This design comes from an exercise in tuning for small area on the open sky130 flow, not from production work.
Function was not checked in any run shown here: the RTL went through the layout flow alone.
Power figures rest on the tool's default switching activity, not on a simulated workload.

### design.v
`timescale          1ns/1ns
`default_nettype    none
module EF_TCC32 (
    input   wire            clk,
    input   wire            rst_n,
    input   wire            ctr_in,
    input   wire [31:0]     period,
    input   wire [31:0]     ctr_match,
    output  reg  [31:0]     tmr,
    output  reg  [31:0]     cp_count,
    input   wire [ 3:0]     clk_src,
    output  wire            to_flag,
    output  wire            match_flag,
    input   wire            tmr_en,
    input   wire            one_shot,
    input   wire            up,
    input   wire            cp_en,
    input   wire [1:0]      cp_event,
    output  wire            cp_flag,
    input   wire            en
);
    reg ctr_in_sync0, ctr_in_sync1, ctr_in_sync_delayed;
    always @(posedge clk) begin
        ctr_in_sync0        <= ctr_in;
        ctr_in_sync1        <= ctr_in_sync0;
        ctr_in_sync_delayed <= ctr_in_sync1;
    end
    reg [7:0] pre;
    wire [8:0] pre_c;
    assign pre_c[0] = en;
    genvar gi;
    generate for (gi = 0; gi < 8; gi = gi + 1) begin : g_pre
        assign pre_c[gi+1] = pre_c[gi] & pre[gi];
    end endgenerate
    always @(posedge clk)
        pre <= (pre ^ pre_c[7:0]) & {8{rst_n}};
    wire ctr_mode    = (clk_src == 4'd9);
    wire tmr_clk_src = ~clk_src[3] ? pre[clk_src[2:0]] :
                       ctr_mode    ? ctr_in_sync1      : 1'b1;
    reg tmr_clk_src_delayed;
    always @(posedge clk)
        tmr_clk_src_delayed <= tmr_clk_src;
    wire tmr_clk = (clk_src == 4'd8) | (~tmr_clk_src_delayed & tmr_clk_src);
    reg stop;
    assign to_flag = up ? (tmr == period) : (tmr == 32'b0);
    wire        tmr_cnt = ~stop & tmr_clk;
    wire [31:0] tmr_y   = up ? tmr : ~tmr;
    wire [32:0] tmr_t;
    assign tmr_t[0] = tmr_cnt;
    generate for (gi = 0; gi < 32; gi = gi + 1) begin : g_tmr
        assign tmr_t[gi+1] = tmr_t[gi] & tmr_y[gi];
    end endgenerate
    wire reload = ~tmr_en | to_flag;
    always @(posedge clk)
        tmr <= reload ? (period & {32{~up}}) : (tmr ^ tmr_t[31:0]);
    always @(posedge clk)
        if (~tmr_en)
            stop <= 1'b0;
        else if (to_flag & one_shot)
            stop <= 1'b1;
    reg [31:0] cp_ctr;
    reg        cp_counting, cp_counting_delayed;
    wire cp_pos = ~ctr_in_sync_delayed &  ctr_in_sync1;
    wire cp_neg =  ctr_in_sync_delayed & ~ctr_in_sync1;
    always @(posedge clk)
        if (!cp_en)
            cp_counting <= 1'b0;
        else if ((cp_event[0] & cp_pos) | (cp_event[1] & cp_neg))
            cp_counting <= ~cp_counting;
    wire [32:0] cp_t;
    assign cp_t[0] = tmr_clk;
    generate for (gi = 0; gi < 32; gi = gi + 1) begin : g_cp
        assign cp_t[gi+1] = cp_t[gi] & cp_ctr[gi];
    end endgenerate
    always @(posedge clk)
        cp_ctr <= (cp_ctr ^ cp_t[31:0]) & {32{cp_counting & rst_n}};
    always @(posedge clk)
        cp_counting_delayed <= cp_counting;
    assign cp_flag = cp_counting_delayed & ~cp_counting;
    always @(posedge clk)
        if (cp_flag | ~rst_n)
            cp_count <= cp_ctr;
    reg match, match_delayed;
    always @(posedge clk) begin
        match         <= (tmr == ctr_match) & ctr_mode;
        match_delayed <= match;
    end
    assign match_flag = match & ~match_delayed;
endmodule
`timescale			1ns/1ns
`default_nettype	none
module EF_TCC32_apb (
	input	wire 		ext_clk,
	input	wire 		PCLK,
	input	wire 		PRESETn,
	input	wire [31:0]	PADDR,
	input	wire 		PWRITE,
	input	wire 		PSEL,
	input	wire 		PENABLE,
	input	wire [31:0]	PWDATA,
	output	wire [31:0]	PRDATA,
	output	wire 		PREADY,
	output	wire 		irq
);
	localparam[15:0] TIMER_REG_ADDR = 16'h0000;
	localparam[15:0] PERIOD_REG_ADDR = 16'h0004;
	localparam[15:0] COUNTER_REG_ADDR = 16'h0008;
	localparam[15:0] COUNTER_MATCH_REG_ADDR = 16'h000c;
	localparam[15:0] CONTROL_REG_ADDR = 16'h0010;
	localparam[15:0] ICR_REG_ADDR = 16'h0f00;
	localparam[15:0] RIS_REG_ADDR = 16'h0f04;
	localparam[15:0] IM_REG_ADDR = 16'h0f08;
	localparam[15:0] MIS_REG_ADDR = 16'h0f0c;
	reg	[31:0]	PERIOD_REG;
	reg	[31:0]	COUNTER_MATCH_REG;
	reg	[31:0]	CONTROL_REG;
	reg	[2:0]	IM_REG;
	reg	[2:0]	RIS_REG;
	reg		irq_pend;
	wire[31:0]	tmr;
	wire[31:0]	cp_count;
	wire		to_flag, cp_flag, match_flag;
	wire[2:0]	flags	= {match_flag, cp_flag, to_flag};
	wire		apb_we	= PWRITE & PSEL & PENABLE;
	wire[15:0]	addr	= PADDR[15:0];
	EF_TCC32 inst_to_wrap (
		.clk(PCLK),
		.rst_n(PRESETn),
		.ctr_in(ext_clk),
		.period(PERIOD_REG),
		.ctr_match(COUNTER_MATCH_REG),
		.tmr(tmr),
		.cp_count(cp_count),
		.clk_src(CONTROL_REG[11:8]),
		.to_flag(to_flag),
		.match_flag(match_flag),
		.tmr_en(CONTROL_REG[1]),
		.one_shot(CONTROL_REG[17]),
		.up(CONTROL_REG[16]),
		.cp_en(CONTROL_REG[3]),
		.cp_event(CONTROL_REG[25:24]),
		.cp_flag(cp_flag),
		.en(CONTROL_REG[0])
	);
	wire[31:0]	wdata	= PWDATA & {32{PRESETn}};
	always @(posedge PCLK) if((apb_we & (addr==PERIOD_REG_ADDR)) | ~PRESETn) PERIOD_REG <= wdata;
	always @(posedge PCLK) if((apb_we & (addr==COUNTER_MATCH_REG_ADDR)) | ~PRESETn) COUNTER_MATCH_REG <= wdata;
	always @(posedge PCLK) if((apb_we & (addr==CONTROL_REG_ADDR)) | ~PRESETn) CONTROL_REG <= wdata;
	always @(posedge PCLK) if((apb_we & (addr==IM_REG_ADDR)) | ~PRESETn) IM_REG <= wdata[2:0];
	wire[2:0]	icr	= (apb_we & (addr==ICR_REG_ADDR)) ? PWDATA[2:0] : 3'd0;
	wire[2:0]	ris_set	= flags | RIS_REG;
	always @(posedge PCLK or negedge PRESETn)
		if(~PRESETn) begin
			RIS_REG  <= 3'd0;
			irq_pend <= 1'b0;
		end else begin
			RIS_REG  <= ris_set & ~icr;
			irq_pend <= |(ris_set & icr & IM_REG);
		end
	wire[2:0]	MIS_REG	= RIS_REG & IM_REG;
	assign irq = (|MIS_REG) | irq_pend;
	assign	PRDATA =
			(addr == PERIOD_REG_ADDR) ? PERIOD_REG :
			(addr == COUNTER_MATCH_REG_ADDR) ? COUNTER_MATCH_REG :
			(addr == CONTROL_REG_ADDR) ? CONTROL_REG :
			(addr == RIS_REG_ADDR) ? {29'd0, RIS_REG} :
			(addr == ICR_REG_ADDR) ? 32'd0 :
			(addr == IM_REG_ADDR) ? {29'd0, IM_REG} :
			(addr == TIMER_REG_ADDR) ? tmr :
			(addr == COUNTER_REG_ADDR) ? cp_count :
			(addr == MIS_REG_ADDR) ? {29'd0, MIS_REG} :
			32'hDEADBEEF;
	assign PREADY = 1'b1;
endmodule
### run.sh
#!/bin/bash
# synth_recipe.tcl (not shown) runs the flow's synth.tcl, then flattens the netlist and writes it again
# the make line also repeats each setting of config.mk as NAME=value (left out here)
make -C /OpenROAD-flow-scripts/flow DESIGN_CONFIG=/design/flow/config.mk WORK_HOME=/design/flow/orfs CLKGATE_MAP_FILE= SYNTH_SCRIPT=/design/flow/synth_recipe.tcl finish
### config.mk
export PLATFORM = sky130hd
export DESIGN_NAME = EF_TCC32_apb
export DESIGN_NICKNAME = EF_TCC32_apb
export VERILOG_FILES = /design/flow/design.v
export SDC_FILE = /design/flow/constraint.sdc
export NUM_CORES = 4
export LEC_CHECK = 0
export CAP_MARGIN = 20
export CORE_MARGIN = 2
export CORE_UTILIZATION = 40
export SLEW_MARGIN = 20
### constraint.sdc
create_clock -name core_clock -period 10.0 [get_ports {PCLK}]
set_input_delay 2.0000 -clock core_clock [delete_from_list [all_inputs] [get_ports {PCLK}]]
set_output_delay 2.0000 -clock core_clock [all_outputs]
set_load 0.01 [all_outputs]
==> results_tabular.tex, run 1 <==
\begin{tabular}{lr}
\hline
Metric & Value \\
\hline
\multicolumn{2}{l}{\textbf{Place}} \\
Count of input and output buffers & 86 \\
Detailed Place HPWL & 20900 µm \\
Weighted congestion reported at the end of routability-driven placement & 0.873 \\
Instance area at placement & 0.0119 mm² \\
\multicolumn{2}{l}{\textbf{Critical path}} \\
Reg-to-reg endpoint & inst\_to\_wrap.cp\_ctr[31]\$\_DFF\_P\_ \\
Slowest cell on the critical path & sky130\_fd\_sc\_hd\_\_edfxtp\_1 \\
Critical register-to-register path startpoint & CONTROL\_REG[8]\$\_DFFE\_PP\_ \\
Worst Reg2Reg Path Length in Cells & 38 \\
Slowest Stage Delay on Critical Path & 0.69 ns \\
Register-to-register setup slack & 2.10 ns \\
Critical path buffers and inverters & 0 \\
Crit Path Category & reg2reg \\
Required @ worst endpoint & 10.40 ns \\
Element type at the critical path start & flip-flop \\
Crit end category & flip-flop \\
Data arrival, critical path & 8.31 ns \\
Cell seen most often among critical-path stages & sky130\_fd\_sc\_hd\_\_ha\_1 \\
Worst-path fanout max & 9 \\
Cell family contributing the most delay on the critical path & adder cells \\
\multicolumn{2}{l}{\textbf{Worst hold path}} \\
Class of the tightest hold or removal check & reg2reg \\
Hold path startpoint & inst\_to\_wrap.ctr\_in\_sync0\$\_DFF\_P\_ \\
End point of the most critical hold path & inst\_to\_wrap.ctr\_in\_sync1\$\_DFF\_P\_ \\
Cell count of the worst hold path & 0 \\
\multicolumn{2}{l}{\textbf{Clock network}} \\
Worst-case clock buffer depth & 3 \\
Clk pin slew, worst setup/hold paths & 0.06 ns \\
Number of H-tree levels & 1 \\
\# hold bufs at CTS & 0 \\
Post-cts repair resize count & 0 \\
CTS root buffer & sky130\_fd\_sc\_hd\_\_clkbuf\_16 \\
Clock latency reported for the late side of the worst-skew pair & 0.51 ns \\
CTS Buf Count & 23 \\
CTS tree & done \\
\# clock sinks & 216 \\
Setup bufs post-CTS & 0 \\
\multicolumn{2}{l}{\textbf{Pwr}} \\
Power per standard cell area & 175 mW/mm² \\
Static Leakage & 4.86 nW \\
Power Total & 2.21 mW \\
IR drop worst, VDD & 0.126 mV \\
\multicolumn{2}{l}{\textbf{Cells and area}} \\
Combined area of the multi-input logic cells & 0.00481 mm² \\
Layout Cell Area excl Fill & 0.0126 mm² \\
Number of nets in the final layout & 1137 \\
Area added between synthesis and finish & 16.6\% \\
Antenna diode count & 0 \\
Filler Cells Inserted & 2444 \\
Area of all sequential standard cells & 0.00566 mm² \\
Share of post-route cells with drive strength above 1 & 6.89\% \\
\multicolumn{2}{l}{\textbf{Logic synthesis}} \\
Portion of netlist area occupied by mux cells & 3.91\% \\
Synthesized area per cell & 10.9 µm² \\
Combined area of all synthesized cells & 0.0108 mm² \\
Top flip-flop cell by instance count after synthesis & sky130\_fd\_sc\_hd\_\_edfxtp\_1 \\
Simple-Gate Fraction of Synth Area & 15.4\% \\
Async set-or-reset flop fraction in the synthesized netlist & 1.85\% \\
Synth top area cells & sky130\_fd\_sc\_hd\_\_edfxtp\_1 36\%, sky130\_fd\_sc\_hd\_\_dfxtp\_1 15\%, sky130\_fd\_sc\_hd\_\_xnor2\_1 6.5\%, sky130\_fd\_sc\_hd\_\_ha\_1 4.4\%, sky130\_fd\_sc\_hd\_\_a21oi\_1 3.7\% \\
Cell accounting for the most synthesized area & sky130\_fd\_sc\_hd\_\_edfxtp\_1 \\
Fraction of synthesized cell area taken by the top area cell type & 36.3\% \\
Synth Register Bits & 216 \\
Ys Warns & 2 \\
Share of the synthesized netlist area taken by xor and xnor gates & 8.82\% \\
Synth Net Count & 1100 \\
Synth top cells by count & 131 x sky130\_fd\_sc\_hd\_\_edfxtp\_1, 81 x sky130\_fd\_sc\_hd\_\_a21oi\_1, 81 x sky130\_fd\_sc\_hd\_\_dfxtp\_1 \\
Number of enable flip-flop cells after synthesis & 131 \\
Combinational family with the most area after synthesis & simple AND/OR/NAND/NOR gates \\
Proportion of synthesized chip area in sequential cells & 52.2\% \\
Fraction of the mapped netlist area in adder cells & 4.39\% \\
Mapped Cells & 992 \\
Fraction of the mapped netlist area in compound gates & 11.5\% \\
Number of different library cells in the post-synthesis netlist & 56 \\
Most frequent cell after synthesis & sky130\_fd\_sc\_hd\_\_edfxtp\_1 \\
\multicolumn{2}{l}{\textbf{Global routing}} \\
Maximum number of pins on one net before global-route repair & 82 \\
First-pass GRT wire length & 45900 µm \\
Global router's overall resource usage & 21.0\% \\
Number of antenna violations at the first check in global routing & 0 \\
Vias in the first global route & 7572 \\
Total gr overflow & 0 \\
\multicolumn{2}{l}{\textbf{STA}} \\
Final count of pins violating max slew & 0 \\
Highest Clock Rate & 0.127 GHz \\
Post-layout min period & 7.90 ns \\
Sum of negative setup slack & 0 ns \\
Unrepaired setup endpoints after global routing & no \\
Period utilization & 79.0\% \\
Headroom to the max-slew limit & 26.1\% \\
Worst-margin pin slew & 1.11 ns \\
Worst-case clock skew & 0.00718 ns \\
Final number of setup-violating endpoints & 0 \\
Final Hold Vio Count & 0 \\
\multicolumn{2}{l}{\textbf{Floorplanning}} \\
Core Footprint & 0.0268 mm² \\
Area of the die & 0.0284 mm² \\
Die W & 169 µm \\
FP Rows & 60 \\
Initial standard-cell utilization of the core & 40.4\% \\
Top Ports & 104 \\
DIE HEIGHT & 169 µm \\
\multicolumn{2}{l}{\textbf{Route}} \\
Number of DRC violations after detailed routing & 0 \\
Per-cell routed wire length & 21.8 µm \\
Number of violations reported at the end of detailed-routing iteration 0 & 692 \\
Router iterations before antenna repair & 5 \\
Via-per-instance ratio & 5.70 \\
Count of vias placed by the detailed router & 7905 \\
Final WL & 30200 µm \\
Number of antenna-violating nets in the routed design & 0 \\
\multicolumn{2}{l}{\textbf{Run status}} \\
Run status & no timing/DRC/antenna violations \\
\multicolumn{2}{l}{\textbf{Flow run}} \\
Max cap viols & 0 \\
\hline
\end{tabular}
layer usage:
metal  wire length (µm)  vias up  track usage [%]
li1                   -     3725                -
met1              13400     3931             29.2
met4                581        0             5.06
met2              14700      211             35.4
met3               1450       38             2.41
met5                  0        -                0
state kept, by name (all words and copies together), names as in the netlist, 3 cells and up:
| register | flops |
|---|---|
| CONTROL_REG | 32 |
| COUNTER_MATCH_REG | 32 |
| PERIOD_REG | 32 |
| inst_to_wrap.cp_count | 32 |
| inst_to_wrap.cp_ctr | 32 |
| inst_to_wrap.tmr | 32 |
| inst_to_wrap.pre | 8 |
| IM_REG | 3 |
| RIS_REG | 3 |
cell families (layout without fill, tap and decap cells):
family | count (synthesis) | count (layout)
adders and majority gates | 38 | 38
xor gates and xnor gates | 109 | 109
other | 1 | 1
muxes | 41 | 41
DFF | 216 | 216
AOI/OAI and AO/OA | 189 | 189
buffers and inverters | 97 | 150
and+or+nand+nor | 301 | 301
worst reg2reg max path: cells and delay by family (launching register included):
kind | cells | cell delay [ns]
AO/OA/AOI/OAI | 3 | 0.52
XOR/XNOR | 1 | 0.15
adder cells (fa/ha/maj) | 31 | 5.77
flip-flops | 1 | 0.69
multiplexers | 1 | 0.25
AND/OR/NAND/NOR | 2 | 0.41
where the power goes:
group | leakage (nW) | switching (mW) | total, mW | internal (mW)
Combinational | 2.50 | 0.138 | 0.259 | 0.121
Clock | 0.364 | 0.345 | 0.833 | 0.488
Sequential | 2.00 | 0.0990 | 1.12 | 1.02
through the flow:
stage / worst slack (ns) / hold WS [ns] / std cells / utilization (%)
2_1_floorplan: 3.03 / 0.310 / 992 / -
5_1_grt: 1.74 / 0.345 / 1386 / 47.1
6_report: 2.10 / 0.337 / 1386 / 47.1
3_5_place_dp: 1.96 / 0.324 / 1344 / 44.3
4_1_cts: 1.95 / 0.338 / 1385 / 47.1
3_3_place_gp: 1.99 / 0.316 / 1344 / 44.3
layout make-up:
class | instances | share of cell area [%]
clock buffers | 33 | 5.26
clock inverters | 8 | 0.545
inverters | 10 | 0.297
multi-input cells | 679 | 38.1
flip-flops and latches | 216 | 44.8
well taps | 341 | 3.38
repair buffers | 99 | 7.61
placed cells by master (no fill, tap or decap), types with 4 or more instances in the layout:
master	instances
sky130_fd_sc_hd__edfxtp_1	131
sky130_fd_sc_hd__clkdlybuf4s50_1	85
sky130_fd_sc_hd__a21oi_1	81
sky130_fd_sc_hd__dfxtp_1	81
sky130_fd_sc_hd__xnor2_1	80
sky130_fd_sc_hd__nand2_1	62
sky130_fd_sc_hd__and2_1	43
sky130_fd_sc_hd__mux2i_1	40
sky130_fd_sc_hd__and3_1	40
sky130_fd_sc_hd__ha_1	38
sky130_fd_sc_hd__nor2_1	36
sky130_fd_sc_hd__xor2_1	29
sky130_fd_sc_hd__o22ai_1	28
sky130_fd_sc_hd__or3_1	27
sky130_fd_sc_hd__clkbuf_16	24
sky130_fd_sc_hd__nand4_1	22
sky130_fd_sc_hd__a22oi_1	19
sky130_fd_sc_hd__nand3_1	16
sky130_fd_sc_hd__nor4_1	15
sky130_fd_sc_hd__nor3_1	12
sky130_fd_sc_hd__buf_4	12
sky130_fd_sc_hd__or4_1	10
sky130_fd_sc_hd__a31oi_1	10
sky130_fd_sc_hd__inv_1	9
sky130_fd_sc_hd__a2111oi_2	9
sky130_fd_sc_hd__a211oi_1	7
sky130_fd_sc_hd__a2111oi_0	6
sky130_fd_sc_hd__clkbuf_1	6
sky130_fd_sc_hd__dfrtp_1	4
sky130_fd_sc_hd__o21ai_0	4
sky130_fd_sc_hd__o21a_1	4
sky130_fd_sc_hd__clkinv_2	4
worst max path at each step:
stage                                        start                         endpoint  slack [ns]  cells after the start
final                     CONTROL_REG[8]$_DFFE_PP_  inst_to_wrap.cp_ctr[31]$_DFF_P_        2.10                     38
after global routing      CONTROL_REG[8]$_DFFE_PP_  inst_to_wrap.cp_ctr[31]$_DFF_P_        1.74                     38
after CTS                                 PADDR[7]                       PRDATA[10]        1.95                      8
after global placement                    PADDR[7]                       PRDATA[10]        1.99                      8
after detailed placement                  PADDR[7]                       PRDATA[10]        1.96                      8
after floorplan           CONTROL_REG[8]$_DFFE_PP_  inst_to_wrap.cp_ctr[31]$_DFF_P_        3.03                     39
==> inputs of run 2 (changes only) <==
--- a/config.mk
+++ b/config.mk
@@ -8,4 +8,5 @@
 export CAP_MARGIN = 20
 export CORE_MARGIN = 2
 export CORE_UTILIZATION = 40
+export CTS_BUF_LIST = sky130_fd_sc_hd__clkbuf_4
 export SLEW_MARGIN = 20
==> results_tabular.tex, run 2 <==
\begin{tabular}{lr}
\hline
Metric & Value \\
\hline
\multicolumn{2}{l}{\textbf{Worst hold path}} \\
Hold path startpoint & inst\_to\_wrap.ctr\_in\_sync0\$\_DFF\_P\_ (unchanged) \\
Class of the tightest hold or removal check & reg2reg (unchanged) \\
End point of the most critical hold path & inst\_to\_wrap.ctr\_in\_sync1\$\_DFF\_P\_ (unchanged) \\
Cell count of the worst hold path & 0 (unchanged) \\
\multicolumn{2}{l}{\textbf{Clock network}} \\
CTS Buf Count & 55 (was 23) \\
Clk pin slew, worst setup/hold paths & 0.07 ns (was 0.06 ns) \\
CTS tree & done (unchanged) \\
Clock latency reported for the late side of the worst-skew pair & 0.68 ns (was 0.51 ns) \\
CTS root buffer & sky130\_fd\_sc\_hd\_\_clkbuf\_4 (was sky130\_fd\_sc\_hd\_\_clkbuf\_16) \\
Worst-case clock buffer depth & 3 (unchanged) \\
\# clock sinks & 216 (unchanged) \\
\# hold bufs at CTS & 0 (unchanged) \\
Post-cts repair resize count & 0 (unchanged) \\
Number of H-tree levels & 2 (was 1) \\
Setup bufs post-CTS & 0 (unchanged) \\
\multicolumn{2}{l}{\textbf{Critical path}} \\
Worst-path fanout max & 9 (unchanged) \\
Register-to-register setup slack & 2.06 ns (was 2.10 ns) \\
Crit Path Category & reg2reg (unchanged) \\
Reg-to-reg endpoint & inst\_to\_wrap.cp\_ctr[31]\$\_DFF\_P\_ (unchanged) \\
Data arrival, critical path & 8.51 ns (was 8.31 ns) \\
Cell seen most often among critical-path stages & sky130\_fd\_sc\_hd\_\_ha\_1 (unchanged) \\
Crit end category & flip-flop (unchanged) \\
Critical register-to-register path startpoint & CONTROL\_REG[8]\$\_DFFE\_PP\_ (unchanged) \\
Slowest cell on the critical path & sky130\_fd\_sc\_hd\_\_edfxtp\_1 (unchanged) \\
Slowest Stage Delay on Critical Path & 0.70 ns (was 0.69 ns) \\
Required @ worst endpoint & 10.57 ns (was 10.40 ns) \\
Element type at the critical path start & flip-flop (unchanged) \\
Worst Reg2Reg Path Length in Cells & 38 (unchanged) \\
\multicolumn{2}{l}{\textbf{Cells and area}} \\
Area added between synthesis and finish & 16.7\% (was 16.6\%) \\
Commonest non-fill, non-tap cells in the layout & 131 x sky130\_fd\_sc\_hd\_\_edfxtp\_1, 90 x sky130\_fd\_sc\_hd\_\_clkbuf\_4, 85 x sky130\_fd\_sc\_hd\_\_clkdlybuf4s50\_1 (was 131 x sky130\_fd\_sc\_hd\_\_edfxtp\_1, 85 x sky130\_fd\_sc\_hd\_\_clkdlybuf4s50\_1, 81 x sky130\_fd\_sc\_hd\_\_a21oi\_1, 81 x sky130\_fd\_sc\_hd\_\_dfxtp\_1, 80 x sky130\_fd\_sc\_hd\_\_xnor2\_1) \\
Leading cell type in the layout, fill and taps excluded & sky130\_fd\_sc\_hd\_\_edfxtp\_1 (unchanged) \\
Number of nets in the final layout & 1169 (was 1137) \\
Share of post-route cells with drive strength above 1 & 11.8\% (was 6.89\%) \\
Count of placed standard cells in the final layout, fillers left out & 1450 (was 1386) \\
\multicolumn{2}{l}{\textbf{Route}} \\
Router iterations before antenna repair & 5 (unchanged) \\
Via-per-instance ratio & 5.66 (was 5.70) \\
Final WL & 30700 µm (was 30200 µm) \\
Number of DRC violations after detailed routing & 0 (unchanged) \\
Number of violations reported at the end of detailed-routing iteration 0 & 544 (was 692) \\
Number of antenna-violating nets in the routed design & 0 (unchanged) \\
Count of vias placed by the detailed router & 8208 (was 7905) \\
Per-cell routed wire length & 21.1 µm (was 21.8 µm) \\
\multicolumn{2}{l}{\textbf{Logic synthesis}} \\
Synth top cells by count & 131 x sky130\_fd\_sc\_hd\_\_edfxtp\_1, 81 x sky130\_fd\_sc\_hd\_\_a21oi\_1, 81 x sky130\_fd\_sc\_hd\_\_dfxtp\_1 (unchanged) \\
Top flip-flop cell by instance count after synthesis & sky130\_fd\_sc\_hd\_\_edfxtp\_1 (unchanged) \\
Combined area of all synthesized cells & 0.0108 mm² (unchanged) \\
Synth Register Bits & 216 (unchanged) \\
Ys Warns & 2 (unchanged) \\
Cell accounting for the most synthesized area & sky130\_fd\_sc\_hd\_\_edfxtp\_1 (unchanged) \\
Number of enable flip-flop cells after synthesis & 131 (unchanged) \\
Async set-or-reset flop fraction in the synthesized netlist & 1.85\% (unchanged) \\
Fraction of synthesized cell area taken by the top area cell type & 36.3\% (unchanged) \\
Mapped Cells & 992 (unchanged) \\
Most frequent cell after synthesis & sky130\_fd\_sc\_hd\_\_edfxtp\_1 (unchanged) \\
Number of different library cells in the post-synthesis netlist & 56 (unchanged) \\
Proportion of synthesized chip area in sequential cells & 52.2\% (unchanged) \\
Synthesized area per cell & 10.9 µm² (unchanged) \\
Synth Net Count & 1100 (unchanged) \\
Synth top area cells & sky130\_fd\_sc\_hd\_\_edfxtp\_1 36\%, sky130\_fd\_sc\_hd\_\_dfxtp\_1 15\%, sky130\_fd\_sc\_hd\_\_xnor2\_1 6.5\%, sky130\_fd\_sc\_hd\_\_ha\_1 4.4\%, sky130\_fd\_sc\_hd\_\_a21oi\_1 3.7\% (unchanged) \\
\multicolumn{2}{l}{\textbf{Global routing}} \\
Global router's overall resource usage & 21.4\% (was 21.0\%) \\
Number of antenna violations at the first check in global routing & 1 (was 0) \\
First-pass GRT wire length & 46500 µm (was 45900 µm) \\
Maximum number of pins on one net before global-route repair & 82 (unchanged) \\
Vias in the first global route & 7897 (was 7572) \\
Total gr overflow & 0 (unchanged) \\
\multicolumn{2}{l}{\textbf{STA}} \\
Sum of negative setup slack & 0 ns (unchanged) \\
WHS & 0.337 ns (about the same) \\
Period utilization & 79.4\% (was 79.0\%) \\
Final Hold Vio Count & 0 (unchanged) \\
Highest Clock Rate & 0.126 GHz (was 0.127 GHz) \\
Final count of pins violating max slew & 0 (unchanged) \\
Post-layout min period & 7.94 ns (was 7.90 ns) \\
Final number of setup-violating endpoints & 0 (unchanged) \\
Worst-case clock skew & 0.0324 ns (was 0.00718 ns) \\
Unrepaired setup endpoints after global routing & no (unchanged) \\
Worst-margin pin slew & 1.11 ns (about the same) \\
Headroom to the max-slew limit & 25.8\% (was 26.1\%) \\
\multicolumn{2}{l}{\textbf{Floorplanning}} \\
Die W & 169 µm (unchanged) \\
Area of the die & 0.0284 mm² (unchanged) \\
DIE HEIGHT & 169 µm (unchanged) \\
Initial standard-cell utilization of the core & 40.4\% (unchanged) \\
FP Rows & 60 (unchanged) \\
Top Ports & 104 (unchanged) \\
Core Footprint & 0.0268 mm² (unchanged) \\
\multicolumn{2}{l}{\textbf{Pwr}} \\
IR drop worst, VDD & 0.0658 mV (was 0.126 mV) \\
Static Leakage & 4.94 nW (was 4.86 nW) \\
Power per standard cell area & 170 mW/mm² (was 175 mW/mm²) \\
\multicolumn{2}{l}{\textbf{Place}} \\
Detailed Place HPWL & 20900 µm (unchanged) \\
Count of input and output buffers & 86 (unchanged) \\
Weighted congestion reported at the end of routability-driven placement & 0.873 (unchanged) \\
Number of cells in the design after placement & 1344 (unchanged) \\
\multicolumn{2}{l}{\textbf{Flow run}} \\
Max cap viols & 0 (unchanged) \\
\multicolumn{2}{l}{\textbf{Run status}} \\
Run status & no timing/DRC/antenna violations (unchanged) \\
\hline
\end{tabular}
## run 2: changes by cell type in the layout (fill, tap and decap cells not counted), sizes merged
cell / change
clkinvlp: +1
bufinv: -1
inv: -1
clkbuf: +57
diode: +1
clkinv: +7
## run 2: layer usage
layer  global-route usage, %  wire (µm)  up-vias
li1                        -          -     3835
met1                    29.0      13600     4031
met2                    35.3      14800      283
met3                    3.23       1460       59
met4                    6.93        771        0
met5                       0          0        -
## run 2: per-stage QoR
| stage | power, mW | worst slack (ns) | area [µm²] | utilization (%) |
|---|---|---|---|---|
| after floorplan | 1.29 | 3.03 | 10800 | - |
| after global placement | 1.39 | 1.99 | 11900 | 44.3 |
| after detailed placement | 1.39 | 1.96 | 11900 | 44.3 |
| after CTS | 2.17 | 1.95 | 12600 | 47.1 |
| after global routing | 2.25 | 1.73 | 12600 | 47.2 |
| final | 2.15 | 2.06 | 12600 | 47.2 |
## run 2: how the worst max path moves through the flow
stage / from / to / cells past startpoint
finish: CONTROL_REG[8]$_DFFE_PP_ / inst_to_wrap.cp_ctr[31]$_DFF_P_ / 38
floorplan: CONTROL_REG[8]$_DFFE_PP_ / inst_to_wrap.cp_ctr[31]$_DFF_P_ / 39
detailed placement: PADDR[7] / PRDATA[10] / 8
global route: CONTROL_REG[8]$_DFFE_PP_ / inst_to_wrap.cp_ctr[31]$_DFF_P_ / 38
CTS: PADDR[7] / PRDATA[10] / 8
global placement: PADDR[7] / PRDATA[10] / 8
## run 2: power by group
| group | internal (mW) | switching (mW) | leakage (nW) | total [mW] |
|---|---|---|---|---|
| clock | 0.408 | 0.366 | 0.440 | 0.774 |
| sequential | 1.02 | 0.0986 | 2.00 | 1.12 |
| combinational | 0.121 | 0.138 | 2.50 | 0.260 |
| total | 1.55 | 0.603 | 4.94 | 2.15 |
## run 2: layout make-up
cell class                      count  area, µm²
Sequential cell                   216       5660
Fill cell                        2498      14200
Tap cell                          341        427
Clock buffer                       90        676
Clock inverter                     14       66.3
Inverter                           10       37.5
Timing Repair Buffer               99        961
Antenna cell                        1       2.50
Multi-Input combinational cell    679       4810
## run 2: logic make-up (layout without fill, tap and decap cells)
group                      Yosys count  in the layout  synth area share, %
and+or+nand+nor                    301            301                 15.4
DFF                                216            216                 52.2
muxes                               41             41                 3.91
adders and majority gates           38             38                 4.39
xor gates and xnor gates           109            109                 8.82
buffers and inverters               97            213                 3.78
AOI/OAI and AO/OA                  189            189                 11.5
other                                1              2               0.0346
## run 2: worst max-delay path: cells and delay by family (launching register included)
kind | cells | cell delay [ns]
adders and majority gates | 31 | 5.76
muxes | 1 | 0.25
and+or+nand+nor | 2 | 0.41
AOI/OAI and AO/OA | 3 | 0.51
DFF | 1 | 0.70
xor gates and xnor gates | 1 | 0.15
==> inputs of run 3 (changes only) <==
--- a/config.mk
+++ b/config.mk
@@ -7,6 +7,6 @@
 export LEC_CHECK = 0
 export CAP_MARGIN = 20
 export CORE_MARGIN = 2
-export CORE_UTILIZATION = 40
-export CTS_BUF_LIST = sky130_fd_sc_hd__clkbuf_4
+export CORE_UTILIZATION = 60
+export CTS_BUF_LIST = sky130_fd_sc_hd__clkbuf_2 sky130_fd_sc_hd__clkbuf_4 sky130_fd_sc_hd__clkbuf_8
 export SLEW_MARGIN = 20
==> results_tabular.tex, run 3 <==
\begin{tabular}{lr}
\hline
Metric & Value \\
\hline
\multicolumn{2}{l}{\textbf{Clock network}} \\
Worst-case clock buffer depth & 3 (unchanged) \\
\# hold bufs at CTS & 0 (unchanged) \\
Clk pin slew, worst setup/hold paths & 0.06 ns (was 0.07 ns) \\
Post-cts repair resize count & 0 (unchanged) \\
CTS root buffer & sky130\_fd\_sc\_hd\_\_clkbuf\_8 (was sky130\_fd\_sc\_hd\_\_clkbuf\_4) \\
CTS Buf Count & 36 (was 55) \\
Setup bufs post-CTS & 0 (unchanged) \\
Clock latency reported for the late side of the worst-skew pair & 0.54 ns (was 0.68 ns) \\
CTS tree & done (unchanged) \\
Number of H-tree levels & 2 (unchanged) \\
\# clock sinks & 216 (unchanged) \\
\multicolumn{2}{l}{\textbf{Critical path}} \\
Element type at the critical path start & flip-flop (unchanged) \\
Reg-to-reg endpoint & inst\_to\_wrap.cp\_ctr[31]\$\_DFF\_P\_ (unchanged) \\
Worst Reg2Reg Path Length in Cells & 38 (unchanged) \\
Critical register-to-register path startpoint & CONTROL\_REG[8]\$\_DFFE\_PP\_ (unchanged) \\
Required @ worst endpoint & 10.42 ns (was 10.57 ns) \\
Crit end category & flip-flop (unchanged) \\
Cell family contributing the most delay on the critical path & adder cells (unchanged) \\
Critical path buffers and inverters & 0 (unchanged) \\
Slowest cell on the critical path & sky130\_fd\_sc\_hd\_\_edfxtp\_1 (unchanged) \\
Worst-path fanout max & 9 (unchanged) \\
Slowest Stage Delay on Critical Path & 0.70 ns (about the same) \\
Crit Path Category & reg2reg (unchanged) \\
Register-to-register setup slack & 1.93 ns (was 2.06 ns) \\
Data arrival, critical path & 8.49 ns (was 8.51 ns) \\
Cell seen most often among critical-path stages & sky130\_fd\_sc\_hd\_\_ha\_1 (unchanged) \\
\multicolumn{2}{l}{\textbf{STA}} \\
Final number of setup-violating endpoints & 0 (unchanged) \\
Final Hold Vio Count & 0 (unchanged) \\
Sum of negative setup slack & 0 ns (unchanged) \\
Post-layout min period & 8.07 ns (was 7.94 ns) \\
Highest Clock Rate & 0.124 GHz (was 0.126 GHz) \\
Worst-margin pin slew & 1.11 ns (about the same) \\
Final count of pins violating max slew & 0 (unchanged) \\
Worst-case clock skew & 0.0332 ns (was 0.0324 ns) \\
Headroom to the max-slew limit & 25.7\% (was 25.8\%) \\
Period utilization & 80.7\% (was 79.4\%) \\
Unrepaired setup endpoints after global routing & no (unchanged) \\
\multicolumn{2}{l}{\textbf{Logic synthesis}} \\
Synth top area cells & sky130\_fd\_sc\_hd\_\_edfxtp\_1 36\%, sky130\_fd\_sc\_hd\_\_dfxtp\_1 15\%, sky130\_fd\_sc\_hd\_\_xnor2\_1 6.5\%, sky130\_fd\_sc\_hd\_\_ha\_1 4.4\%, sky130\_fd\_sc\_hd\_\_a21oi\_1 3.7\% (unchanged) \\
Synthesized area per cell & 10.9 µm² (unchanged) \\
Mapped Cells & 992 (unchanged) \\
Proportion of synthesized chip area in sequential cells & 52.2\% (unchanged) \\
Cell accounting for the most synthesized area & sky130\_fd\_sc\_hd\_\_edfxtp\_1 (unchanged) \\
Combined area of all synthesized cells & 0.0108 mm² (unchanged) \\
Number of different library cells in the post-synthesis netlist & 56 (unchanged) \\
Number of enable flip-flop cells after synthesis & 131 (unchanged) \\
Most frequent cell after synthesis & sky130\_fd\_sc\_hd\_\_edfxtp\_1 (unchanged) \\
Fraction of synthesized cell area taken by the top area cell type & 36.3\% (unchanged) \\
Async set-or-reset flop fraction in the synthesized netlist & 1.85\% (unchanged) \\
Ys Warns & 2 (unchanged) \\
Synth top cells by count & 131 x sky130\_fd\_sc\_hd\_\_edfxtp\_1, 81 x sky130\_fd\_sc\_hd\_\_a21oi\_1, 81 x sky130\_fd\_sc\_hd\_\_dfxtp\_1 (unchanged) \\
Synth Register Bits & 216 (unchanged) \\
Synth Net Count & 1100 (unchanged) \\
Top flip-flop cell by instance count after synthesis & sky130\_fd\_sc\_hd\_\_edfxtp\_1 (unchanged) \\
\multicolumn{2}{l}{\textbf{Worst hold path}} \\
Class of the tightest hold or removal check & reg2reg (unchanged) \\
End point of the most critical hold path & inst\_to\_wrap.ctr\_in\_sync1\$\_DFF\_P\_ (unchanged) \\
Cell count of the worst hold path & 0 (unchanged) \\
Hold path startpoint & inst\_to\_wrap.ctr\_in\_sync0\$\_DFF\_P\_ (unchanged) \\
\multicolumn{2}{l}{\textbf{Flow run}} \\
Max cap viols & 0 (unchanged) \\
\multicolumn{2}{l}{\textbf{Floorplanning}} \\
FP Rows & 49 (was 60) \\
Top Ports & 104 (unchanged) \\
Core Footprint & 0.0178 mm² (was 0.0268 mm²) \\
Die W & 138 µm (was 169 µm) \\
DIE HEIGHT & 138 µm (was 169 µm) \\
Area of the die & 0.0191 mm² (was 0.0284 mm²) \\
Initial standard-cell utilization of the core & 60.7\% (was 40.4\%) \\
\multicolumn{2}{l}{\textbf{Route}} \\
Count of vias placed by the detailed router & 8167 (was 8208) \\
Number of DRC violations after detailed routing & 0 (unchanged) \\
Final WL & 30000 µm (was 30700 µm) \\
Number of antenna-violating nets in the routed design & 0 (unchanged) \\
Number of violations reported at the end of detailed-routing iteration 0 & 931 (was 544) \\
Per-cell routed wire length & 23.1 µm (was 21.1 µm) \\
Router iterations before antenna repair & 7 (was 5) \\
Via-per-instance ratio & 6.28 (was 5.66) \\
\multicolumn{2}{l}{\textbf{Place}} \\
Detailed Place HPWL & 20900 µm (about the same) \\
Weighted congestion reported at the end of routability-driven placement & 0.865 (was 0.873) \\
Instance area at placement & 0.0118 mm² (was 0.0119 mm²) \\
Count of input and output buffers & 86 (unchanged) \\
\multicolumn{2}{l}{\textbf{Cells and area}} \\
Share of post-route cells with drive strength above 1 & 9.89\% (was 11.8\%) \\
Antenna diode count & 0 (was 1) \\
Number of nets in the final layout & 1152 (was 1169) \\
Area added between synthesis and finish & 15.8\% (was 16.7\%) \\
Layout Cell Area excl Fill & 0.0125 mm² (was 0.0126 mm²) \\
Leading cell type in the layout, fill and taps excluded & sky130\_fd\_sc\_hd\_\_edfxtp\_1 (unchanged) \\
Commonest non-fill, non-tap cells in the layout & 131 x sky130\_fd\_sc\_hd\_\_edfxtp\_1, 85 x sky130\_fd\_sc\_hd\_\_clkdlybuf4s50\_1, 81 x sky130\_fd\_sc\_hd\_\_a21oi\_1, 81 x sky130\_fd\_sc\_hd\_\_dfxtp\_1, 80 x sky130\_fd\_sc\_hd\_\_xnor2\_1 (was 131 x sky130\_fd\_sc\_hd\_\_edfxtp\_1, 90 x sky130\_fd\_sc\_hd\_\_clkbuf\_4, 85 x sky130\_fd\_sc\_hd\_\_clkdlybuf4s50\_1) \\
\multicolumn{2}{l}{\textbf{Run status}} \\
Run status & no timing/DRC/antenna violations (unchanged) \\
\multicolumn{2}{l}{\textbf{Pwr}} \\
Power Total & 2.19 mW (was 2.15 mW) \\
IR drop worst, VDD & 0.144 mV (was 0.0658 mV) \\
Static Leakage & 4.92 nW (was 4.94 nW) \\
Power per standard cell area & 175 mW/mm² (was 170 mW/mm²) \\
\multicolumn{2}{l}{\textbf{Global routing}} \\
Number of antenna violations at the first check in global routing & 0 (was 1) \\
First-pass GRT wire length & 45900 µm (was 46500 µm) \\
Total gr overflow & 0 (unchanged) \\
Global router's overall resource usage & 30.9\% (was 21.4\%) \\
Vias in the first global route & 8080 (was 7897) \\
Maximum number of pins on one net before global-route repair & 82 (unchanged) \\
\hline
\end{tabular}
## run 3: changes by cell type in the layout (fill, tap and decap cells not counted), sizes merged
cell	change
clkbuf	-30
clkinvlp	+1
diode	-1
buf	+2
clkinv	-9
## run 3: power breakdown
| part | internal [mW] | switching (mW) |
|---|---|---|
| registers | 1.02 | 0.0986 |
| logic | 0.123 | 0.143 |
| clock network | 0.459 | 0.352 |
| total | 1.60 | 0.593 |
## run 3: final cells by class
class                      instances  area [µm²]
inverter                          10        37.5
fill                            1375        5300
sequential                       216        5660
tap                              229         287
clock buffer                      60         726
timing repair buffer             101        1000
multi-input combinational        679        4800
clock inverter                     6        35.0
## run 3: worst max path at each step
stage                                   from                         endpoint  slack (ns)  cells after the start
floorplan           CONTROL_REG[8]$_DFFE_PP_  inst_to_wrap.cp_ctr[31]$_DFF_P_        3.03                     39
global placement                    PADDR[7]                       PRDATA[21]        2.09                      8
detailed placement  CONTROL_REG[8]$_DFFE_PP_  inst_to_wrap.cp_ctr[31]$_DFF_P_        1.93                     38
CTS                 CONTROL_REG[8]$_DFFE_PP_  inst_to_wrap.cp_ctr[31]$_DFF_P_        1.89                     38
global route        CONTROL_REG[8]$_DFFE_PP_  inst_to_wrap.cp_ctr[31]$_DFF_P_        1.49                     38
finish              CONTROL_REG[8]$_DFFE_PP_  inst_to_wrap.cp_ctr[31]$_DFF_P_        1.93                     38
## run 3: routing by layer
layer | global-route usage (%) | wire length (µm) | vias up
met5 | 0 | 0 | -
met3 | 7.24 | 2660 | 70
met4 | 11.9 | 997 | 0
met1 | 42.9 | 12500 | 3930
li1 | - | - | 3764
met2 | 47.7 | 13800 | 403
## run 3: worst register-to-register path: cells and delay by family (launching register included)
| family | cells | cell delay [ns] |
|---|---|---|
| and+or+nand+nor | 3 | 0.47 |
| DFF | 1 | 0.70 |
| muxes | 1 | 0.48 |
| adders and majority gates | 31 | 5.83 |
| AOI/OAI and AO/OA | 2 | 0.34 |
| xor gates and xnor gates | 1 | 0.15 |
## run 3: logic make-up after synthesis
kind of cell             share of synthesized area (%)
AO/OA/AOI/OAI                                     11.5
XOR/XNOR                                          8.82
adder cells (fa/ha/maj)                           4.39
buffers and inverters                             3.78
flip-flops                                        52.2
multiplexers                                      3.91
other                                           0.0346
AND/OR/NAND/NOR                                   15.4
## run 3: per-stage QoR
step	setup slack (ns)	hold WS, ns	utilization, %	cells
finish	1.93	0.325	70.3	1301
global route	1.49	0.336	70.3	1301
CTS	1.89	0.327	70.3	1300
detailed placement	1.93	0.318	66.0	1234
global placement	2.09	0.311	65.7	1231
floorplan	3.03	0.310	-	992
==> inputs of run 4 (changes only) <==
--- a/config.mk
+++ b/config.mk
@@ -8,5 +8,7 @@
 export CAP_MARGIN = 20
 export CORE_MARGIN = 2
 export CORE_UTILIZATION = 60
-export CTS_BUF_LIST = sky130_fd_sc_hd__clkbuf_2 sky130_fd_sc_hd__clkbuf_4 sky130_fd_sc_hd__clkbuf_8
+export CTS_BUF_LIST = sky130_fd_sc_hd__clkbuf_8
+export CTS_CLUSTER_DIAMETER = 50
+export CTS_CLUSTER_SIZE = 15
 export SLEW_MARGIN = 20
==> results_tabular.tex, run 4 <==
\begin{tabular}{lr}
\hline
Metric & Value \\
\hline
\multicolumn{2}{l}{\textbf{Place}} \\
Detailed Place HPWL & 20900 µm (unchanged) \\
Count of input and output buffers & 86 (unchanged) \\
Weighted congestion reported at the end of routability-driven placement & 0.865 (unchanged) \\
\multicolumn{2}{l}{\textbf{Logic synthesis}} \\
Fraction of synthesized cell area taken by the top area cell type & 36.3\% (unchanged) \\
Synth top cells by count & 131 x sky130\_fd\_sc\_hd\_\_edfxtp\_1, 81 x sky130\_fd\_sc\_hd\_\_a21oi\_1, 81 x sky130\_fd\_sc\_hd\_\_dfxtp\_1 (unchanged) \\
Combined area of all synthesized cells & 0.0108 mm² (unchanged) \\
Number of enable flip-flop cells after synthesis & 131 (unchanged) \\
Cell accounting for the most synthesized area & sky130\_fd\_sc\_hd\_\_edfxtp\_1 (unchanged) \\
Synth top area cells & sky130\_fd\_sc\_hd\_\_edfxtp\_1 36\%, sky130\_fd\_sc\_hd\_\_dfxtp\_1 15\%, sky130\_fd\_sc\_hd\_\_xnor2\_1 6.5\%, sky130\_fd\_sc\_hd\_\_ha\_1 4.4\%, sky130\_fd\_sc\_hd\_\_a21oi\_1 3.7\% (unchanged) \\
Synth Net Count & 1100 (unchanged) \\
Synthesized area per cell & 10.9 µm² (unchanged) \\
Number of different library cells in the post-synthesis netlist & 56 (unchanged) \\
Proportion of synthesized chip area in sequential cells & 52.2\% (unchanged) \\
Mapped Cells & 992 (unchanged) \\
Top flip-flop cell by instance count after synthesis & sky130\_fd\_sc\_hd\_\_edfxtp\_1 (unchanged) \\
Synth Register Bits & 216 (unchanged) \\
Most frequent cell after synthesis & sky130\_fd\_sc\_hd\_\_edfxtp\_1 (unchanged) \\
Async set-or-reset flop fraction in the synthesized netlist & 1.85\% (unchanged) \\
Ys Warns & 2 (unchanged) \\
\multicolumn{2}{l}{\textbf{Clock network}} \\
Worst-case clock buffer depth & 3 (unchanged) \\
\# clock sinks & 216 (unchanged) \\
CTS root buffer & sky130\_fd\_sc\_hd\_\_clkbuf\_8 (unchanged) \\
Clk pin slew, worst setup/hold paths & 0.09 ns (was 0.06 ns) \\
Setup bufs post-CTS & 0 (unchanged) \\
Post-cts repair resize count & 0 (unchanged) \\
\# hold bufs at CTS & 0 (unchanged) \\
CTS Buf Count & 24 (was 36) \\
Number of H-tree levels & 1 (was 2) \\
Clock latency reported for the late side of the worst-skew pair & 0.56 ns (was 0.54 ns) \\
CTS tree & done (unchanged) \\
\multicolumn{2}{l}{\textbf{Cells and area}} \\
Leading cell type in the layout, fill and taps excluded & sky130\_fd\_sc\_hd\_\_edfxtp\_1 (unchanged) \\
Area added between synthesis and finish & 13.8\% (was 15.8\%) \\
Number of nets in the final layout & 1139 (was 1152) \\
Filler Cells Inserted & 1381 (was 1375) \\
Share of post-route cells with drive strength above 1 & 7.53\% (was 9.89\%) \\
Antenna diode count & 0 (unchanged) \\
Commonest non-fill, non-tap cells in the layout & 131 x sky130\_fd\_sc\_hd\_\_edfxtp\_1, 85 x sky130\_fd\_sc\_hd\_\_clkdlybuf4s50\_1, 81 x sky130\_fd\_sc\_hd\_\_a21oi\_1, 81 x sky130\_fd\_sc\_hd\_\_dfxtp\_1, 80 x sky130\_fd\_sc\_hd\_\_xnor2\_1 (unchanged) \\
Finished Core Util & 69.1\% (was 70.3\%) \\
\multicolumn{2}{l}{\textbf{Route}} \\
Per-cell routed wire length & 23.3 µm (was 23.1 µm) \\
Router iterations before antenna repair & 5 (was 7) \\
Count of vias placed by the detailed router & 8077 (was 8167) \\
Number of DRC violations after detailed routing & 0 (unchanged) \\
Number of antenna-violating nets in the routed design & 0 (unchanged) \\
Number of violations reported at the end of detailed-routing iteration 0 & 825 (was 931) \\
Via-per-instance ratio & 6.32 (was 6.28) \\
Final WL & 29700 µm (was 30000 µm) \\
\multicolumn{2}{l}{\textbf{Critical path}} \\
Launching element of the worst setup path & CONTROL\_REG[8]\$\_DFFE\_PP\_ (unchanged) \\
Capture point of the worst path & inst\_to\_wrap.cp\_ctr[31]\$\_DFF\_P\_ (unchanged) \\
Worst Reg2Reg Path Length in Cells & 38 (unchanged) \\
Worst-path fanout max & 9 (unchanged) \\
Register-to-register setup slack & 1.98 ns (was 1.93 ns) \\
Critical register-to-register path startpoint & CONTROL\_REG[8]\$\_DFFE\_PP\_ (unchanged) \\
Crit Path Category & reg2reg (unchanged) \\
Reg-to-reg endpoint & inst\_to\_wrap.cp\_ctr[31]\$\_DFF\_P\_ (unchanged) \\
Element type at the critical path start & flip-flop (unchanged) \\
Data arrival, critical path & 8.49 ns (about the same) \\
Crit end category & flip-flop (unchanged) \\
Slowest Stage Delay on Critical Path & 0.69 ns (was 0.70 ns) \\
Slowest cell on the critical path & sky130\_fd\_sc\_hd\_\_edfxtp\_1 (unchanged) \\
Cell seen most often among critical-path stages & sky130\_fd\_sc\_hd\_\_ha\_1 (unchanged) \\
Required @ worst endpoint & 10.47 ns (was 10.42 ns) \\
\multicolumn{2}{l}{\textbf{Global routing}} \\
Global router's overall resource usage & 30.8\% (was 30.9\%) \\
Grt met3 use & 6.27\% (was 7.24\%) \\
Number of antenna violations at the first check in global routing & 0 (unchanged) \\
First-pass GRT wire length & 45900 µm (about the same) \\
Vias in the first global route & 8004 (was 8080) \\
Busiest layer in global routing & met2 (unchanged) \\
Total gr overflow & 0 (unchanged) \\
Global routing met1 resource utilization & 42.5\% (was 42.9\%) \\
Met2 usage in global routing & 48.5\% (was 47.7\%) \\
Maximum number of pins on one net before global-route repair & 82 (unchanged) \\
\multicolumn{2}{l}{\textbf{Floorplanning}} \\
Area of the die & 0.0191 mm² (unchanged) \\
FP Rows & 49 (unchanged) \\
Core Footprint & 0.0178 mm² (unchanged) \\
Die W & 138 µm (unchanged) \\
Top Ports & 104 (unchanged) \\
Initial standard-cell utilization of the core & 60.7\% (unchanged) \\
DIE HEIGHT & 138 µm (unchanged) \\
\multicolumn{2}{l}{\textbf{STA}} \\
Final Hold Vio Count & 0 (unchanged) \\
Post-layout min period & 8.02 ns (was 8.07 ns) \\
Worst-margin pin slew & 1.15 ns (was 1.11 ns) \\
Headroom to the max-slew limit & 23.2\% (was 25.7\%) \\
Final number of setup-violating endpoints & 0 (unchanged) \\
Highest Clock Rate & 0.125 GHz (was 0.124 GHz) \\
Final count of pins violating max slew & 0 (unchanged) \\
Unrepaired setup endpoints after global routing & no (unchanged) \\
Period utilization & 80.2\% (was 80.7\%) \\
Sum of negative setup slack & 0 ns (unchanged) \\
Worst-case clock skew & 0.0204 ns (was 0.0332 ns) \\
\multicolumn{2}{l}{\textbf{Pwr}} \\
Power Total & 2.06 mW (was 2.19 mW) \\
IR drop worst, VDD & 0.143 mV (was 0.144 mV) \\
Power per standard cell area & 167 mW/mm² (was 175 mW/mm²) \\
Static Leakage & 4.81 nW (was 4.92 nW) \\
\multicolumn{2}{l}{\textbf{Run status}} \\
Run status & no timing/DRC/antenna violations (unchanged) \\
\multicolumn{2}{l}{\textbf{Worst hold path}} \\
Class of the tightest hold or removal check & reg2reg (unchanged) \\
\multicolumn{2}{l}{\textbf{Flow run}} \\
Max cap viols & 0 (unchanged) \\
\hline
\end{tabular}
==> run 4: cell types whose count changed in the layout (fill, tap and decap cells not counted) <==
cell / delta
sky130_fd_sc_hd__buf_4: -1
sky130_fd_sc_hd__inv_8: +3
sky130_fd_sc_hd__inv_6: +4
sky130_fd_sc_hd__clkinvlp_4: -2
sky130_fd_sc_hd__inv_1: +4
sky130_fd_sc_hd__inv_4: +1
sky130_fd_sc_hd__bufinv_16: +3
sky130_fd_sc_hd__clkbuf_8: -20
sky130_fd_sc_hd__clkinv_8: +1
sky130_fd_sc_hd__clkbuf_4: -16
sky130_fd_sc_hd__clkinv_2: -2
sky130_fd_sc_hd__clkinv_4: +2
==> run 4: kinds of logic (layout without fill, tap and decap cells) <==
| logic type | after synthesis | after routing | share of synthesized area, % |
|---|---|---|---|
| buffers and inverters | 97 | 154 | 3.78 |
| other | 1 | 1 | 0.0346 |
| AND/OR/NAND/NOR | 301 | 301 | 15.4 |
| flip-flops | 216 | 216 | 52.2 |
| adder cells (fa/ha/maj) | 38 | 38 | 4.39 |
| XOR/XNOR | 109 | 109 | 8.82 |
| AO/OA/AOI/OAI | 189 | 189 | 11.5 |
| multiplexers | 41 | 41 | 3.91 |
==> run 4: area by class of cell <==
class	instances	area (µm²)	area share [%]
inverter	10	37.5	0.304
clock buffer	24	330	2.68
sequential	216	5660	45.9
multi-input combinational	679	4800	38.9
clock inverter	20	224	1.82
tap	229	287	2.32
timing repair buffer	100	996	8.08
==> run 4: how the worst min path moves through the flow <==
| stage | start | endpoint | cells past startpoint |
|---|---|---|---|
| 4_1_cts | inst_to_wrap.ctr_in_sync0$_DFF_P_ | inst_to_wrap.ctr_in_sync1$_DFF_P_ | 0 |
| 3_3_place_gp | inst_to_wrap.ctr_in_sync0$_DFF_P_ | inst_to_wrap.ctr_in_sync1$_DFF_P_ | 0 |
| 6_report | inst_to_wrap.ctr_in_sync0$_DFF_P_ | inst_to_wrap.ctr_in_sync1$_DFF_P_ | 0 |
| 2_1_floorplan | inst_to_wrap.ctr_in_sync0$_DFF_P_ | inst_to_wrap.ctr_in_sync1$_DFF_P_ | 0 |
| 3_5_place_dp | inst_to_wrap.ctr_in_sync0$_DFF_P_ | inst_to_wrap.ctr_in_sync1$_DFF_P_ | 0 |
| 5_1_grt | inst_to_wrap.ctr_in_sync0$_DFF_P_ | inst_to_wrap.ctr_in_sync1$_DFF_P_ | 0 |
==> run 4: stage by stage <==
stage                     hold WS [ns]  area [µm²]  setup slack [ns]  std cells
final                            0.335       12300              1.98       1278
after global routing             0.350       12300              1.48       1278
after CTS                        0.339       12300              1.92       1278
after detailed placement         0.318       11800              1.93       1234
after global placement           0.311       11700              2.09       1231
after floorplan                  0.310       10800              3.03        992
==> run 4: per-layer routing <==
| metal | part of all wire [%] | up-vias |
|---|---|---|
| li1 | - | 3722 |
| met1 | 42 | 3913 |
| met2 | 47 | 375 |
| met3 | 8.4 | 67 |
| met4 | 3.4 | 0 |
| met5 | 0 | - |
==> run 4: critical path: cells and delay by family, from the launching register on <==
| family | cells | cell delay, ns |
|---|---|---|
| flip-flops | 1 | 0.69 |
| adder cells (fa/ha/maj) | 31 | 5.81 |
| XOR/XNOR | 1 | 0.15 |
| AO/OA/AOI/OAI | 2 | 0.34 |
| multiplexers | 1 | 0.45 |
| AND/OR/NAND/NOR | 3 | 0.47 |
==> run 4: power by group <==
part | total, mW | leakage (nW) | internal [mW] | switching (mW)
sequential | 1.12 | 2.00 | 1.02 | 0.0983
combinational | 0.265 | 2.51 | 0.123 | 0.142
clock | 0.675 | 0.300 | 0.323 | 0.352

[separate check: timing with driven ports]
Ports are ideal in the flow. The routed layouts listed here were re-timed in OpenROAD.
Step 1 sets driving cells, clkbuf_16 on the clock port and buf_2 on the other inputs (assumed; they add their load-dependent delay and slew).
Step 2 moves the port delays by t, midway between the first and last clock arrival at a register: inputs arrive t later, outputs are due t later. That takes back most of the time a late clock gives input paths.
a / b / c = ideal ports / drivers / drivers and shift; a / b = the first two.
| run | t, ns | setup slack, ns | slew at the worst register clock pin (ns) |
|---|---|---|---|
| run 1 | 0.554 | 2.095 / 2.084 / 2.084 | 0.07 / 0.07 |
| run 2 | 0.709 | 2.060 / 2.060 / 2.060 | 0.08 / 0.08 |
| run 3 | 0.571 | 1.926 / 1.926 / 1.926 | 0.07 / 0.07 |
| run 4 | 0.599 | 1.977 / 1.977 / 1.977 | 0.10 / 0.10 |
After both steps setup and hold are still met in every run listed. The setup slack of run 1, which loses most, moves by -0.011 ns with the drivers and by -0.011 ns with both steps.
